This design comes from an exercise in tuning for small area, a short achievable clock period and few clock cycles per item on the open sky130 flow, not from production work.
RTL that was checked went through simulation tests only; none was proved equivalent to the original.
No activity file was given, so power comes from the tool's default toggle rates.

// Out_of_Order_divider
module Out_of_Order_divider (clk, rst, start, memory_write_complete, dd_addr, dd_data, qr_we, qr_addr, qr_data);
input clk, rst, start;
output memory_write_complete;
output [4:0] dd_addr;
input [15:0] dd_data;
output qr_we;
output [4:0] qr_addr;
output [15:0] qr_data;
reg [5:0] cnt;
wire last = cnt[5] && (cnt[1:0] == 2'd3);
always @(posedge clk, posedge rst)
begin
  if (rst)
    cnt <= 6'd0;
  else if (last)
    cnt <= 6'd0;
  else if (start || cnt != 6'd0)
    cnt <= cnt + 6'd1;
end
wire [5:0] wcnt = cnt - 6'd4;
assign dd_addr = cnt[4:0];
assign qr_we = (cnt >= 6'd4);
assign qr_addr = wcnt[4:0];
assign memory_write_complete = last;
single_divider divider (.Clk(clk), .a_in(dd_data[15:8]), .d_in(dd_data[7:0]), .q_out(qr_data[15:8]), .r_out(qr_data[7:0]));
endmodule
Size in the first run: about 410 cells after synthesis, roughly 85 flip-flops, roughly 47 I/O pins.
==> flow/config.mk <==
export PLATFORM = sky130hd
export DESIGN_NAME = Out_of_Order_divider
export DESIGN_NICKNAME = Out_of_Order_divider
export VERILOG_FILES = /design/flow/design.v
export SDC_FILE = /design/flow/constraint.sdc
export NUM_CORES = 4
export LEC_CHECK = 0
export ABC_AREA = 1
export CAP_MARGIN = 20
export CORE_MARGIN = 2
export CORE_UTILIZATION = 40
export PLACE_DENSITY = 0.6
export SETUP_SLACK_MARGIN = 2.0
export SLEW_MARGIN = 20
==> flow/constraint.sdc <==
create_clock -name core_clock -period 6.0 [get_ports {clk}]
set_input_delay 1.2000 -clock core_clock [delete_from_list [all_inputs] [get_ports {clk}]]
set_output_delay 1.2000 -clock core_clock [all_outputs]
set_load 0.01 [all_outputs]
standard.sh (not shown) runs the stock make flow with config.mk's settings and CLKGATE_MAP_FILE= SYNTH_SCRIPT=/design/flow/synth_recipe.tcl, a recipe that flattens the netlist after the stock synthesis.
==> flow/flow/run.sh <==
#!/bin/bash
set -euo pipefail
bash standard.sh BUFFER_PORTS_ARGS="-buffer_cell sky130_fd_sc_hd__buf_1" ADDER_MAP_FILE= CTS_ARGS="-sink_clustering_enable -repair_clock_nets -dont_use_dummy_load" finish > standard.log 2>&1
The baseline went through all stages and came out clean.
Testbench counts at the start, summed over its fixed seeds: cycles 6,912, jobs 192.
Change:
==> flow/flow/run.sh (replaced) <==
#!/bin/bash
set -euo pipefail
bash standard.sh BUFFER_PORTS_ARGS="-buffer_cell sky130_fd_sc_hd__buf_1" ADDER_MAP_FILE= CTS_ARGS="-sink_clustering_enable -repair_clock_nets -dont_use_dummy_load -sink_clustering_size 30 -sink_clustering_max_diameter 200" finish > standard.log 2>&1
--- a/flow/config.mk
+++ b/flow/config.mk
@@ -7,3 +7,2 @@
 export LEC_CHECK = 0
-export ABC_AREA = 1
 export CAP_MARGIN = 20
@@ -12,3 +11,3 @@
 export PLACE_DENSITY = 0.6
-export SETUP_SLACK_MARGIN = 2.0
+export SETUP_SLACK_MARGIN = 2.5
 export SLEW_MARGIN = 20
Utilization drops by 0.41 points.
Register-to-register slack gets worse by 0.51 ns.
Global-route usage drops by 0.53 points.
Cell count falls by 10%.
Sequential share of layout area came out lower by 2.4 points.

========
## JK
Another version of the RTL of Out_of_Order_divider (not shown whole).
Size: about 380 cells after synthesis, roughly 48 flip-flops, roughly 47 I/O pins, roughly 3100 µm² of cells after synthesis.
==> flow/config.mk <==
export PLATFORM = sky130hd
export DESIGN_NAME = Out_of_Order_divider
export DESIGN_NICKNAME = Out_of_Order_divider
export VERILOG_FILES = /design/flow/design.v
export SDC_FILE = /design/flow/constraint.sdc
export NUM_CORES = 4
export LEC_CHECK = 0
export CAP_MARGIN = 20
export CORE_MARGIN = 2
export CORE_UTILIZATION = 40
export PLACE_DENSITY = 0.6
export SLEW_MARGIN = 20
==> flow/constraint.sdc <==
create_clock -name core_clock -period 6.0 [get_ports {clk}]
set_input_delay 1.2000 -clock core_clock [delete_from_list [all_inputs] [get_ports {clk}]]
set_output_delay 1.2000 -clock core_clock [all_outputs]
set_load 0.01 [all_outputs]
==> flow/flow/run.sh <==
#!/bin/bash
# The standard layout, with every input and output port buffered by a
# sky130_fd_sc_hd__buf_1 instead of the resizer's default choice.
set -euo pipefail
bash standard.sh BUFFER_PORTS_ARGS="-buffer_cell sky130_fd_sc_hd__buf_1" ADDER_MAP_FILE= finish > standard.log 2>&1
The inputs of MS differ from those of JK as listed below.
# JK
export LEC_CHECK = 0
export CAP_MARGIN = 20
export CORE_MARGIN = 2
export CORE_UTILIZATION = 40
export PLACE_DENSITY = 0.6
export SLEW_MARGIN = 20
create_clock -name core_clock -period 6.0 [get_ports {clk}]
# MS
export LEC_CHECK = 0
export CAP_MARGIN = 20
export CORE_MARGIN = 2
export CORE_UTILIZATION = 40
export PLACE_DENSITY = 0.6
export SETUP_SLACK_MARGIN = 1.0
export SLEW_MARGIN = 20
create_clock -name core_clock -period 6.0 [get_ports {clk}]
### Flow results
The power of MS exceeds that of JK by 33 µW.
Between JK and MS, the final clock skew does not differ in any meaningful way.
Total routing usage reported by global routing up 0.79 points in MS wrt JK
Compared with JK, cell count in MS increased by a few percent.
Comparing MS and JK, the higher biggest cell delay along the critical path is on JK.
On proportion of layout cells with a drive suffix above 1, the higher figure sits with MS, not JK.
Critical path depth delta for MS relative to JK: 1 higher
No run of this note included a check of the RTL's function; only the layout flow was run.

separate check: timing with driven ports:
The flow's constraints put no driver on any port. The routed layouts listed below were extracted and timed again, unchanged, in two steps.
Step 1 (the two cells are an assumption about what drives the block):
set clk [get_ports {clk}]
set_driving_cell -lib_cell sky130_fd_sc_hd__clkbuf_16 $clk
set_driving_cell -lib_cell sky130_fd_sc_hd__buf_2 [delete_from_list [all_inputs] $clk]
Step 2 also shifts input and output timing later by t, the mid clock arrival at the registers, as if the neighbouring blocks saw the same clock.
a / b / c = no drivers / after step 1 / after step 2; a / b = the first two.
run | t (ns) | setup slack, ns | clock arrival spread, ns | worst data-port slew with drivers (ns) | pins driven straight from the clock port
the first run of note 1 | 0.365 | 2.800 / 2.811 / 2.446 | 0.028 / 0.027 | 0.03 | 1
the second run of note 1 | 0.370 | 2.743 / 2.743 / 2.386 | 0.033 / 0.033 | 0.04 | 1
JK | 0.320 | 0.547 / 0.517 / 0.837 | 0.011 / 0.010 | 0.04 | 1
MS | 0.321 | 0.968 / 0.939 / 1.260 | 0.010 / 0.010 | 0.04 | 1
After both steps every run listed still meets setup and hold. For the second run of note 1, which loses most, drivers alone change the setup slack by 0.000 ns; drivers and shift together by -0.357 ns.
